What follows belongs to an exercise in optimizing a design on an open flow for small area; a production flow would make more cautious choices.
Only simulation tests tie the RTL to the original design; equivalence was not proved.
No activity file was given, so power comes from the tool's default toggle rates.

### design/flow/config.mk
export PLATFORM = sky130hd
export DESIGN_NAME = entry
export DESIGN_NICKNAME = entry
export VERILOG_FILES = /design/flow/design.v
export SDC_FILE = /design/flow/constraint.sdc
export NUM_CORES = 4
export LEC_CHECK = 0
export CAP_MARGIN = 20
export CORE_MARGIN = 2
export CORE_UTILIZATION = 70
export SLEW_MARGIN = 20
### design/flow/design.v
module entry (
	input  wire clk,
	input  wire rst,
	input  wire uart_data,
	input  wire fb_in,
	output wire ocd_lvl_out,
	output wire buck_lvl_out,
	output wire buck_lvl_out_n,
	input  wire int_ocd,
	output wire int_out_p,
	output wire int_out_n
);
localparam [9:0] U_TERM = 10'd1, U_SEED_A = 10'd561, U_SEED_B = 10'd10;
localparam [8:0] T_TERM = 9'd1, T_SEED = 9'd154;
reg u1, u2, u3;	 
always @(posedge clk)
	if (rst) {u3, u2, u1} <= 3'b000;
	else {u3, u2, u1} <= {u2, u1, uart_data};
reg [3:0] ph;
reg [9:0] uc;
reg [7:0] sr;
reg [2:0] ja;	 
wire u_idle = (ph == 4'd0) | (ph == 4'd10);
wire u_start = u_idle & u3 & ~u2;
wire u_term = (uc == U_TERM);
wire u_shift = u_term & (ph >= 4'd2) & (ph <= 4'd9);
wire en = (ph == 4'd10);
always @(posedge clk)
	uc <= u_start ? U_SEED_A : u_term ? U_SEED_B : {uc[8:0], uc[9] ^ uc[6]};
always @(posedge clk)
	if (rst) ph <= 4'd0;
	else if (u_start) ph <= 4'd1;
	else if (en) ph <= 4'd0;
	else if (ph != 4'd0 && u_term) ph <= ph + 4'd1;
always @(posedge clk)
	if (u_shift) sr <= {u3, sr[7:1]};
always @(posedge clk)
	if (rst) ja <= 3'b000;
	else if (u_start) ja <= {ja[1:0], ~ja[2]};
wire we0 = en & ~ja[2] & ~ja[0];
wire we5 = en & ~ja[1] & ja[0];
wire we4 = en & ~ja[2] & ja[1];
wire we3 = en & ja[2] & ja[0];
wire we2 = en & ja[1] & ~ja[0];
wire we1 = en & ja[2] & ~ja[1];
wire [7:0] d_lo = sr & {8{~rst}};
wire [7:0] d_hi = sr | {8{rst}};
localparam [7:0] RV250 = 8'd250, RV79 = 8'd79;
wire [7:0] d250 = (RV250 & d_hi) | (~RV250 & d_lo);
wire [7:0] d79 = (RV79 & d_hi) | (~RV79 & d_lo);
reg [7:0] s_buck, s_ref, s_pred, s_ocd, s_fr, s_pw;
always @(posedge clk) if (rst | we5) s_buck <= d250;
always @(posedge clk) if (rst | we4) s_ref <= d79;
always @(posedge clk) if (rst | we3) s_pred <= d_lo;
always @(posedge clk) if (rst | we2) s_ocd <= d250;
always @(posedge clk) if (rst | we1) s_fr <= d_lo;
always @(posedge clk) if (rst | we0) s_pw <= d_lo;
reg [8:0] rc;
reg gen;
always @(posedge clk)
	if (rst) begin
		rc <= 9'd390;
		gen <= 1'b0;
	end else if (rc == 9'd390) begin
		rc <= {1'b0, s_ref};
		gen <= ~gen;
	end else rc <= rc - 9'd1;
reg p1, p2;
always @(posedge clk)
	if (rst) {p2, p1} <= 2'b00;
	else {p2, p1} <= {p1, ~fb_in};
reg [7:0] pc;
reg fb;
always @(posedge clk)
	if (rst) begin
		pc <= 8'd1;
		fb <= 1'b0;
	end else if (p2 ^ fb) begin
		if (pc == 8'd1) begin
			pc <= s_pred;
			fb <= p2;
		end else pc <= pc - 8'd1;
	end
reg gd, fd, sst;
reg [2:0] per;
reg [8:0] tc;	 
always @(posedge clk)
	if (rst) {gd, fd} <= 2'b00;
	else {gd, fd} <= {gen, fb};
wire gen_fall = gd & ~gen;
wire fb_fall = fd & ~fb;
wire t_term = (tc == T_TERM);
always @(posedge clk)
	tc <= (~sst | fb) ? T_SEED : t_term ? tc : {tc[7:0], tc[8] ^ tc[4]};
always @(posedge clk)
	if (rst) begin
		per <= 3'd4;
		sst <= 1'b0;
	end else if (~sst) begin
		if (gen_fall) per <= (per == 3'd0) ? 3'd4 : per - 3'd1;
		if (per == 3'd0 && fb_fall) sst <= 1'b1;
	end else if (t_term & ~gen) sst <= 1'b0;
wire sel = sst ? fb : gen;
reg o1, o2, sd;
always @(posedge clk)
	if (rst) {o2, o1, sd} <= 3'b000;
	else {o2, o1, sd} <= {o1, int_ocd, sel};
reg [8:0] lo;
reg [5:0] mid;
reg ir;
reg [7:0] ic;
wire ev9 = (lo == 9'd0);
wire ev15 = ev9 & (mid == 6'd0);
always @(posedge clk)
	if (rst) begin
		lo <= 9'd0;
		mid <= 6'd0;
		ir <= 1'b0;
		ic <= 8'd0;
	end else begin
		lo <= lo - 9'd1;
		if (ev9) mid <= mid - 6'd1;
		if (ev15) begin
			if (ic == 8'd0) begin
				ir <= ~ir;
				ic <= ir ? 8'd30 : s_fr;
			end else ic <= ic - 8'd1;
		end
	end
wire int_wire = ~ir & (ic[4:2] == 3'd0) & ({ic[1:0], mid} < s_pw);
reg ist, ff;
reg [1:0] skip;
always @(posedge clk)
	if (rst) begin
		ist <= 1'b0;
		skip <= 2'd3;
		ff <= 1'b0;
	end else if (~ist) begin
		if (sel & ~sd) ff <= ~int_wire;
		if (o2) ist <= 1'b1;
	end else if (skip == 2'd0) begin
		ist <= 1'b0;
		skip <= 2'd3;
	end else if (sel ^ sd) begin
		ff <= 1'b0;
		if (sel) skip <= skip - 2'd1;
	end
assign int_out_p = ~ff & sd;
assign int_out_n = ~ff & ~sd;
reg [7:0] oc;
always @(posedge clk)
	if (rst) oc <= 8'd0;
	else oc <= (oc == 8'd0) ? 8'd249 : oc - 8'd1;
assign ocd_lvl_out = oc < s_ocd;
assign buck_lvl_out = oc < s_buck;
assign buck_lvl_out_n = ~buck_lvl_out;
endmodule
### design/flow/run.sh
#!/bin/bash
# synth_recipe.tcl (not shown) runs the flow's synth.tcl, then flattens the netlist and writes it again
# the make line also repeats each setting of config.mk as NAME=value (left out here)
make -C /OpenROAD-flow-scripts/flow DESIGN_CONFIG=/design/flow/config.mk WORK_HOME=/design/flow/orfs CLKGATE_MAP_FILE= SYNTH_SCRIPT=/design/flow/synth_recipe.tcl finish
### design/flow/constraint.sdc
create_clock -name core_clock -period 10.0 [get_ports {clk}]
set_input_delay 2.0000 -clock core_clock [delete_from_list [all_inputs] [get_ports {clk}]]
set_output_delay 2.0000 -clock core_clock [all_outputs]
set_load 0.01 [all_outputs]
==> summary.txt <==
## flip-flops by register name, summed over array words and instances, names as in the netlist, 3 cells and up
| register | flops |
|---|---|
| ja | 3 |
| mid | 6 |
| rc | 9 |
| uc | 10 |
| ph | 4 |
| per | 3 |
| lo | 9 |
| s_ref | 8 |
| sr | 8 |
| tc | 9 |
| oc | 8 |
| pc | 8 |
| s_pw | 8 |
| s_buck | 8 |
| s_pred | 8 |
| ic | 8 |
| s_fr | 8 |
| s_ocd | 8 |
## layout by cell type (no fill, tap or decap), drive strengths merged, types with 15 or more instances in the layout
cell type and n:
inv 53, a21oi 33, nor2b 20, dfxtp 95, o21ai 25, xor2 15
ha 41, edfxtp 56, nand2 30, nor2 53, clkbuf 19
## layer usage
metal | global-route usage (%) | vias to the layer above | part of all wire (%)
li1 | - | 2243 | -
met1 | 34.63 | 2135 | 45
met2 | 43.50 | 126 | 49
met3 | 8.489 | 18 | 4.5
met4 | 9.252 | 0 | 1.4
met5 | 0 | - | 0
## final cells by class
class | instances | area share [%]
sequential | 151 | 48.58
multi-input combinational | 406 | 38.04
clock buffer | 19 | 5.716
inverter | 50 | 2.544
tap | 129 | 2.188
clock inverter | 13 | 1.679
timing repair buffer | 10 | 1.255
## how the worst max path moves through the flow
stage	startpoint	to	slack [ps]
3_3_place_gp	rst	s_buck[3]	5950
4_1_cts	oc[4]	buck_lvl_out	5460
5_1_grt	oc[4]	buck_lvl_out	5320
2_1_floorplan	oc[4]	buck_lvl_out	6620
6_report	oc[4]	buck_lvl_out	5480
3_5_place_dp	rst	s_buck[4]	5880
## worst max-delay path: stages, from the launching register on
cell and delay [ps]:
dfxtp_1 450, ha_1 290, a21o_1 190, a211oi_1 220, o21ai_0 160, a21oi_1 150
clkdlybuf4s50_1 550
## report_power, final
part | switching (mW) | internal (mW) | leakage (nW) | total [mW]
Sequential | 0.0966 | 0.732 | 1.32 | 0.829
Combinational | 0.270 | 0.221 | 1.36 | 0.491
Clock | 0.244 | 0.332 | 0.261 | 0.577
Total | 0.611 | 1.29 | 2.94 | 1.90
## per-stage QoR
step / std cells / hold slack (ps) / cell area (um^2) / worst slack, ps
final: 778 / 435.2 / 7377 / 5477
after global routing: 778 / 462.3 / 7377 / 5320
after CTS: 778 / 439.4 / 7357 / 5463
after detailed placement: 746 / 425.8 / 6812 / 5881
after global placement: 746 / 415.9 / 6812 / 5949
after floorplan: 627 / 407.9 / 6644 / 6621
## kinds of logic (layout without fill, tap and decap cells)
logic type	Yosys count	count (layout)	share of synthesized area, %
flops	151	151	53.94
fa+ha+maj	41	41	7.721
simple gates	220	220	18.96
mux	8	8	1.243
compound gates	109	109	10.32
buf+inv	70	92	4.124
xor+xnor	28	28	3.691
==> summary.txt <==
status=complete, no violations; CP required=8000 ps; CTS Hold Bufs=0; PortBufs=9; drt first pass iters=5; CTS tree=built; number of cells on the worst reg-to-reg path=6; Synth Cell Area=6644 um^2; Worst VDD drop=0.1662 mV; Ys Warns=1; Post-synth EDFFs=56; slew margin rel.=about a third; synth unique cells=63; reg2reg start=lo[0]; Post-synth ARST share=0%; unrepaired setup endpoints after global routing=false; register area=3583 um^2; clk_skew=7.061 ps; worst r2r dst=ic[0]; CP Class=register to output pin; first-pass GRT wire length=21080 um; Design Power=about 1.9 mW; drt wl/cell=16.20 um; worst-case clock buffer depth=2; count leader, synth=dfxtp_1; worst min path class=register to register; Least-Margin Pin Slew=1002 ps; Leakage=2.940 nW; Final Setup Violations=0; Startpoint Class=register; GP Congestion=0.8758; die height=101.4 um; R2R setup slack=7730 ps; Hold Path Origin=uc[3]; #FFs+latches synth=~150; final WL=12610 um; min cycle time layout=4523 ps; Top FF cell, synth=dfxtp_1; grt total ovfl=0; Ports=10; period utilisation layout=~45%; largest net degree at the start of global routing=44; # rows=35; total of max-cap violations=0; CP arrival=roughly 2500 ps; ant diodes=0; DIE WIDTH=101.4 um; initial antenna violation count=0; Final Hold Viols=0; layout net count=682; Hold EP=uc[4]; post-synthesis cell count=627; area of the multi-input gates=2806 um^2; post-synthesis sequential area ratio=53.94%; final setup TNS=0 ps; synth-to-layout area growth=11.04%; cell type with the largest total area after synthesis=dfxtp_1; achievable frequency=0.2211 GHz; endpoint class of the critical path=output pin; Routed Antenna Nets=0; syn avg cell area=10.60 um^2; worst skew pair latency=530 ps; CP Max Fanout=6; Die ar.=10290 um^2; H-tree Lvls=4; Core Area=~9200 um^2; synth cell count leaders=95 x dfxtp_1, 56 x edfxtp_1, 53 x nor2_1, 50 x inv_1, 41 x ha_1; CTS sink cnt=between 150 and 200; Final Util=79.84%; DP Wirelength=8459 um; layout cell share with drive strength beyond 1=9.091%; Initial Utilization=between 70 and 80%; Slew Viols, Final=0; cts repair resizes=0; post-synth top area share=28.63%; DRC=0; postcts setup bufs=0; clock slew seen by the registers of the worst setup and hold paths=approximately 60 ps; Hold Path Depth=1; synth top area cells=dfxtp_1 29%, edfxtp_1 25%, ha_1 7.7%; vias in the first global route=4398; TritonCTS Buffers=17; Iteration-0 DRC Markers=251; Syn Nets=673; GRT Resource Usage Total=26.94%; vias=4522; fillers=593; Vias/cell=between 5 and 6; PwrDens=257.1 nW/um^2; root buffer cell=clkbuf_8

separate check: timing with driven ports:
Ports are ideal in the flow. The routed layout listed here was re-timed in OpenROAD.
Step 1 assumes that a clkbuf_16 drives the clock port and a buf_2 every other input.
Step 2 times the ports against the registers' clock, not the clock port: input delays grow and output delays shrink by t, the midpoint of the rising clock arrivals with the driver on.
Three values: ideal ports, drivers, drivers and shift; two values: the first two.
shift t [ns]: 0.560
setup WS [ns]: 5.477 / 5.440 / 5.867
slew at the worst register clock pin (ns): 0.06 / 0.06
After both steps setup and hold are still met in this run. For this run, drivers alone change the setup slack by -0.037 ns; drivers and shift together by +0.390 ns.
